Background: an optimization exercise with open tools, aiming at small area and a short achievable clock period. Do not read the settings as production practice.
In this exercise RTL edits were held to simulation tests only and were not proved equivalent to the original.

--- design/flow/constraint.sdc ---
create_clock -name core_clock -period 110.0 [get_ports {clk}]
set_input_delay 22.0000 -clock core_clock [delete_from_list [all_inputs] [get_ports {clk}]]
set_output_delay 22.0000 -clock core_clock [all_outputs]
set_load 0.01 [all_outputs]
--- design/flow/design.v ---
module fpadder3(a, b, sub, agtb, altb, r);
  input  [31:0] a, b;
  input  sub;           
  input  agtb, altb;    
  output [31:0] r;
  wire [30:0] big = altb ? b[30:0] : a[30:0];
  wire [30:0] sml = altb ? a[30:0] : b[30:0];
  wire [7:0] eb = big[30:23];
  wire [7:0] d = eb - sml[30:23];
  wire [23:0] s5 = {1'b1, big[22:0]};
  wire [23:0] s3 = {1'b1, sml[22:0]} - {23'b0, sub};
  wire [23:0] sh = (d > 8'd23) ? 24'b0 : (s3 >> d[4:0]);
  wire [24:0] sum = {1'b0, s5} + {1'b0, sh ^ {24{sub}}};
  wire [7:0] ea_add = eb + {7'b0, sum[24]};
  wire [22:0] ma_add = sum[24] ? sum[23:1] : sum[22:0];
  wire eqe = (a[30:23] == b[30:23]);
  wire dec = ~sum[23] & ~(eqe & altb);
  wire [7:0] es = eb - {7'b0, dec};
  wire [22:0] ms = sum[23] ? sum[22:0] : {sum[21:0], 1'b0};
  wire ss = agtb ? a[31] : b[31];
  assign r = sub ? {ss, es, ms} : {a[31], ea_add, ma_add};
endmodule
module fpmultiplier(a, b, mul_out);
  input  [31:0] a, b;
  output [31:0] mul_out;
  wire [47:0] f = {1'b1, a[22:0]} * {1'b1, b[22:0]};
  wire [7:0] e = a[30:23] + b[30:23] - 8'd127;
  wire [7:0] e1 = f[47] ? e + 8'd1 : e;
  wire [22:0] m = f[47] ? f[46:24] : f[45:23];
  assign mul_out = {a[31] ^ b[31], e1, m};
endmodule
module srt_row(ws, wc, d, ws_o, wc_o, qp, qn);
  input  [25:0] ws, wc;
  input  [23:0] d;
  output [25:0] ws_o, wc_o;
  output qp, qn;
  wire [3:0] v = ws[25:22] + wc[25:22];
  assign qp = ~v[3];
  assign qn = v[3] & ~(&v[2:0]);
  wire [25:0] a = {ws[24:0], 1'b0};
  wire [25:0] b = {wc[24:0], 1'b0};
  wire [25:0] dd = {2'b00, d};
  wire [25:0] c = ({26{qp}} & ~dd) | ({26{qn}} & dd);
  assign ws_o = a ^ b ^ c;
  assign wc_o = {((a[24:0] & b[24:0]) | (a[24:0] & c[24:0]) | (b[24:0] & c[24:0])), qp};
endmodule
module srt_front #(parameter K = 1) (xm, bm, ws, wc, qp, qn);
  input  [22:0] xm, bm;
  output [25:0] ws, wc;
  output [K-1:0] qp, qn;    
  wire [23:0] d = {1'b1, bm};
  wire [25:0] x = {3'b001, xm};
  wire [25:0] dn = ~{2'b00, d};
  wire [25:0] s1 = x ^ dn;
  wire [25:0] c1 = {x[24:0] & dn[24:0], 1'b1};
  wire [25:0] ws_r [0:K];
  wire [25:0] wc_r [0:K];
  assign ws_r[0] = s1;
  assign wc_r[0] = c1;
  genvar i;
  generate for (i = 0; i < K; i = i + 1) begin : row
    srt_row r(ws_r[i], wc_r[i], d, ws_r[i+1], wc_r[i+1], qp[K-1-i], qn[K-1-i]);
  end endgenerate
  assign ws = ws_r[K];
  assign wc = wc_r[K];
endmodule
module srt_mid #(parameter K = 1) (ws_i, wc_i, bm, ws, wc, qp, qn);
  input  [25:0] ws_i, wc_i;
  input  [22:0] bm;
  output [25:0] ws, wc;
  output [K-1:0] qp, qn;
  wire [23:0] d = {1'b1, bm};
  wire [25:0] ws_r [0:K];
  wire [25:0] wc_r [0:K];
  assign ws_r[0] = ws_i;
  assign wc_r[0] = wc_i;
  genvar i;
  generate for (i = 0; i < K; i = i + 1) begin : row
    srt_row r(ws_r[i], wc_r[i], d, ws_r[i+1], wc_r[i+1], qp[K-1-i], qn[K-1-i]);
  end endgenerate
  assign ws = ws_r[K];
  assign wc = wc_r[K];
endmodule
module srt_final #(parameter K = 1) (ws_i, wc_i, bm, qp_i, qn_i, e, s, z);
  input  [25:0] ws_i, wc_i;
  input  [22:0] bm;
  input  [24-K:0] qp_i, qn_i;
  input  [7:0] e;       
  input  s;
  output [31:0] z;
  wire [25:0] ws, wc;
  wire [K-1:0] qp3, qn3;
  srt_mid #(K) u_rows(ws_i, wc_i, bm, ws, wc, qp3, qn3);
  wire [24:0] qp = {qp_i, qp3};
  wire [24:0] qn = {qn_i, qn3};
  wire [25:0] w = ws + wc;
  wire neg = w[25];
  wire [25:0] q = {1'b1, qp} + {1'b1, ~qn} + {25'b0, ~neg};
  wire [22:0] m;
  genvar i;
  generate for (i = 0; i < 23; i = i + 1) begin : mb
    assign m[i] = q[0] ? q[23-i] : q[24-i];
  end endgenerate
  assign z = {s, e - {7'b0, q[0]}, m};
endmodule
module top_module(final_out,clk,reset,load,select,qnan,snan,negzero,poszero,neginfinity,posinfinity,overflow,underflow,a,b);
  input [31:0] a,b;
  output [31:0] final_out;
  input clk,reset,load;
  input [1:0] select;
  output qnan,snan,negzero,poszero,neginfinity,posinfinity,overflow,underflow;
  localparam K1 = 6;            
  localparam K3 = 3;            
  localparam K2 = 25 - K1 - K3;  
  wire [25:0] ws1, wc1, ws1z, wc1z;
  wire [K1-1:0] qp1, qn1, qp1z, qn1z;
  srt_front #(K1) f1(a[22:0], b[22:0], ws1, wc1, qp1, qn1);
  srt_front #(K1) f0(23'b0, 23'b0, ws1z, wc1z, qp1z, qn1z);    
  reg [31:0] ra, rb;
  reg [1:0] rsel;
  reg [25:0] rws, rwc;
  reg [K1-1:0] rqp, rqn;
  always @(posedge clk)
    if (reset) begin
      ra <= 0; rb <= 0; rsel <= 0;
      rws <= ws1z; rwc <= wc1z; rqp <= qp1z; rqn <= qn1z;
    end else if (load) begin
      ra <= a; rb <= b; rsel <= select;
      rws <= ws1; rwc <= wc1; rqp <= qp1; rqn <= qn1;
    end
  wire agtb = ra[30:0] > rb[30:0];
  wire altb = ra[30:0] < rb[30:0];
  wire [31:0] addsub, mul_out;
  fpadder3 u_as(ra, rb, rsel[0], agtb, altb, addsub);
  fpmultiplier u_mul(ra, rb, mul_out);
  wire [31:0] other = rsel[1] ? (rsel[0] ? {9'b0, rb[22:0]} : mul_out) : addsub;
  wire [25:0] ws2, wc2;
  wire [K2-1:0] qp2, qn2;
  srt_mid #(K2) m2(rws, rwc, rb[22:0], ws2, wc2, qp2, qn2);
  wire [7:0] ed = ra[30:23] - rb[30:23] + 8'd127;
  wire za = ra[22:0] == 23'b0, zb = rb[22:0] == 23'b0;
  wire e0a = ra[30:23] == 8'd0, e0b = rb[30:23] == 8'd0;
  wire e1a = ra[30:23] == 8'd1, e1b = rb[30:23] == 8'd1;
  wire o_pz = (za & ~ra[31]) | (zb & ~rb[31]);
  wire o_sn = (e1a & ~ra[22]) | (e1b & ~rb[22]);
  wire o_qn = (e1a & ra[22]) | (e1b & rb[22]);
  wire o_nz = (za & e0a & ra[31]) | (zb & e0b & rb[31]);
  wire o_ni = (ra[31] & e1a & za) | (rb[31] & e1b & zb);
  reg [31:0] r_other;
  reg r_div, r_v;
  reg [25:0] r_ws, r_wc;
  reg [24-K3:0] r_qp, r_qn;
  reg [7:0] r_ed;
  reg r_sd;
  reg [4:0] r_of;
  always @(posedge clk)
    if (reset) begin
      r_other <= 0; r_div <= 0; r_v <= 0; r_ws <= 0; r_wc <= 0; r_qp <= 0; r_qn <= 0;
      r_ed <= 0; r_sd <= 0; r_of <= 0;
    end else begin
      r_other <= other; r_div <= &rsel; r_v <= 1'b1; r_ws <= ws2; r_wc <= wc2;
      r_qp <= {rqp, qp2}; r_qn <= {rqn, qn2};
      r_ed <= ed; r_sd <= ra[31] ^ rb[31];
      r_of <= {o_pz, o_sn, o_qn, o_nz, o_ni};
    end
  wire [31:0] z;
  srt_final #(K3) u_fin(r_ws, r_wc, r_other[22:0], r_qp, r_qn, r_ed, r_sd, z);
  wire [31:0] result = r_div ? z : r_other;
  wire [22:0] fm = result[22:0];
  wire [7:0] fe = result[30:23];
  wire fs = result[31];
  wire mz = fm == 23'b0;
  wire e0 = fe == 8'd0, e1 = fe == 8'd1;
  assign final_out = result;
  assign poszero     = r_v & (r_of[4] | (mz & e0 & ~fs));
  assign posinfinity = r_v & (~fs & e1 & mz);
  assign snan        = r_v & (r_of[3] | (e1 & mz));
  assign qnan        = r_v & (r_of[2] | (e1 & (fm == 23'd1)));
  assign negzero     = r_v & (r_of[1] | (mz & e0 & fs));
  assign neginfinity = r_v & r_of[0];
  assign overflow    = r_v & (fe == 8'h80);
  assign underflow   = r_v & (fe == 8'h82);
endmodule
--- design/flow/run.sh ---
#!/bin/bash
# synth_recipe.tcl (not shown) runs the flow's synth.tcl, then flattens the netlist and writes it again
# the make line also repeats each setting of config.mk as NAME=value (left out here)
make -C /OpenROAD-flow-scripts/flow DESIGN_CONFIG=/design/flow/config.mk WORK_HOME=/design/flow/orfs CLKGATE_MAP_FILE= SYNTH_SCRIPT=/design/flow/synth_recipe.tcl finish
--- design/flow/config.mk ---
export PLATFORM = sky130hd
export DESIGN_NAME = top_module
export DESIGN_NICKNAME = top_module
export VERILOG_FILES = /design/flow/design.v
export SDC_FILE = /design/flow/constraint.sdc
export NUM_CORES = 4
export LEC_CHECK = 0
export CAP_MARGIN = 20
export CORE_MARGIN = 2
export CORE_UTILIZATION = 40
export SLEW_MARGIN = 20
==> summary.txt <==
layout by cell type, fill, tap and decap left out, types with 18 or more instances in the layout:
| cell type | n |
|---|---|
| inv_1 | 1109 |
| nand2_1 | 882 |
| a21oi_1 | 385 |
| nor2b_1 | 84 |
| a21o_1 | 73 |
| a211oi_1 | 21 |
| dfxtp_1 | 245 |
| nand2b_1 | 32 |
| or3_1 | 21 |
| fa_1 | 1051 |
| clkbuf_16 | 35 |
| nor4_1 | 24 |
| buf_4 | 115 |
| and3_1 | 25 |
| nand3_1 | 60 |
| and2_1 | 200 |
| o21ai_0 | 503 |
| ha_1 | 444 |
| nand4_1 | 24 |
| o21ai_1 | 23 |
| a31oi_1 | 24 |
| dfxtp_2 | 25 |
| nor3_1 | 56 |
| xor2_1 | 84 |
| clkdlybuf4s50_1 | 106 |
| o22ai_1 | 20 |
| mux2i_1 | 194 |
| xnor2_1 | 159 |
| nor2_1 | 544 |
| o221ai_1 | 18 |
| o21a_1 | 25 |
| nand3b_1 | 20 |
final timing paths:
path	start	to
worst min register to register	rqp[1]	r_qp[17]
worst max register to register	rws[24]	r_ws[4]
worst min-delay path	rqp[1]	r_qp[17]
worst max-delay path	rws[24]	r_ws[4]
layout make-up:
| cell class | instances | area (um2) | share of cell area [%] |
|---|---|---|---|
| multi-input cells | 5196 | 47100 | 75.7 |
| flip-flops and latches | 270 | 5440 | 8.74 |
| inverters | 1128 | 4230 | 6.80 |
| well taps | 1917 | 2400 | 3.85 |
| repair buffers | 223 | 1950 | 3.13 |
| clock buffers | 43 | 966 | 1.55 |
| clock inverters | 18 | 150 | 0.241 |
| diodes | 2 | 5.00 | 0.00804 |
critical path, delay by kind of cell, from the launching register on:
family / cells / cell delay [ps]
compound gates: 36 / 6270
buf+inv: 30 / 5540
mux: 1 / 530
xor+xnor: 24 / 5670
fa+ha+maj: 33 / 13540
flops: 1 / 310
simple gates: 35 / 14260
kinds of logic after synthesis:
logic type / Yosys count
compound gates: 1202
flops: 270
fa+ha+maj: 1496
buf+inv: 1590
mux: 209
xor+xnor: 259
simple gates: 2030
stage by stage:
step                      hold slack (ps)  util, %  std cells
after floorplan                       437        -       7056
after global placement                445     42.1       8734
after detailed placement              455     42.1       8734
after CTS                             466     42.8       8795
after global routing                  488     42.8       8797
final                                 464     42.8       8797
registers in the layout, summed over array words and instances, names as in the netlist, 8 cells and up:
name and flops:
r_qn 22, r_ws 26, ra 32, r_ed 8, rws 26, r_qp 22
r_other 32, rwc 24, rb 32, r_wc 24
layer usage:
metal  vias up  part of all wire, %  wire length (um)  track usage (%)
li1      21700                    -                 -                -
met5         -                0.016                30                0
met3       347                  8.1             15500             3.68
met4         4                  3.7              7160             8.25
met2      2004                   46             87000             42.2
met1     23500                   43             81400             35.3
==> impl_metrics.yaml <==
outcome:
  outcome: "timing/DRC/antenna clean"
yosys:
  synthAdderAreaFrac_pct: 45.6
  synth_top_cell_by_area: "fa_1"
  yosysTopAreaCellShare_pct: 36.0
  synth_top_flop_cell: "dfxtp_1"
  synth_area_leaders: "fa_1, ha_1, dfxtp_1"
  yosysMostFrequentCell: "inv_1"
  synth-simple-area-share_pct: 15.6
  async_flop_share_pct: 0
  ys_seq_elements: 270
  synth_mux_area_share_pct: 3.62
  syn_area_um2: 58400
  synth.top_cells.by_count: "inv_1, fa_1, nand2_1, nor2_1, o21ai_0"
  synth_compound_area_share_pct: 11.7
  synth_nets: 8621
  synth_top_family_by_area: "adder cells"
  avgSynthCellArea_um2: 8.27
  synth_warnings: 4
  synth_edf_count: 0
  synth_xor_area_share_pct: 3.92
  yosysSeqAreaShare_pct: 9.26
  synthDistinctLibCells: 87
  syn_inst: 7056
floorplanning:
  dieArea_um2: 149000
  core_um2: 145000
  start_util_pct: 40.2
  die_h_um: 386
  die_w_um: 386
  boundaryPins: 109
  core.rowCount: 140
critical_path:
  rrSetupSlack_ps: 63530
  path_class: "flip-flop to flip-flop"
  cp-end-kind: "flip-flop"
  crit_required_ps: 110410
  crit_top_cell: "inv_1"
  cp.arrival_ps: 46870
  cpPeakStageDelay_ps: 910
  path_max_fanout: 28
  r2r_cells: 159
  cp-start-kind: "flip-flop"
  slowest_stage: "and2_0"
timing:
  slew_viol_final: 0
  skew_ps: 59.6
  slew_headroom_pct: 29.6
  finalSetupViolations: 0
  max_freq_mhz: 21.5
  fin_setup_tns_ps: 0
  worst_pin_slew_ps: 1050
  final-hold-violation-count: 0
  rsz0062_at_grt: "no"
  finalCritPeriodShare_pct: 42.2
  fin_ws_ps: 63530
  fin_crit_ps: 46470
job:
  cap_violations: 0
finish:
  synthToLayoutAreaGrowth_pct: 6.60
  layout.nets: 8418
  drive_gt1_share_pct: 3.94
  n_fill_cell: 14400
  final_design_area_no_fill_um2: 62200
placement:
  gp_congestion: 0.930
  io_buffers: 108
  pre_cts_ws_ps: 63970
  placed_cell_area_um2: 61100
  dp_hpwl_um: 145000
clock_network:
  clock_path_buffers: 3
  hold_buffers: 0
  clkSinkCount: 270
  clk_latency_ps: 600
  cts-resized-gates: 0
  cts_tree: "built"
  cts-root-buf: "clkbuf_16"
  cts_buffers: 34
  path_clk_slew_ps: 70
  htree_levels: 2
  postCtsSetupBuffers: 0
global_route:
  grt_pass1_vias: 48400
  grt_max_degree: 89
  grt_pass1_wl_um: 294000
  overflow: 0
  grt_util_all_layers_pct: 25.8
  antenna_found_initial: 8
drt:
  wl_per_cell_um: 21.7
  detail_route.vias_per_cell: 5.40
  drc: 0
  detail-route-antenna-nets: 0
  initialDrtViolationCount: 4624
  drt_wl_total_um: 191000
  drtPass1Iterations: 8
  vias: 47500
hold_path:
  hp-class: "flip-flop to flip-flop"
  hold_path_depth: 1

[afterwards: timing with drivers on the ports]
Ports are ideal in the flow. The routed layout listed here was re-timed in OpenROAD. Step 1: set_driving_cell puts a clkbuf_16 on clk and a buf_2 on each other input, an assumption about the parent block. Step 2 moves the port delays by t, midway between the first and last clock arrival at a register: inputs arrive t later, outputs are due t later. That takes back most of the time a late clock gives input paths. Slacks: no drivers / after step 1 / after step 2; pairs: no drivers / after step 1.
t, ns: 0.643
setup slack, ns: 63.533 / 63.533 / 63.533
worst setup path after step 2: register to register
After both steps this run still meets setup and hold. The setup slack of this run moves by 0.000 ns with the drivers and by 0.000 ns with both steps.
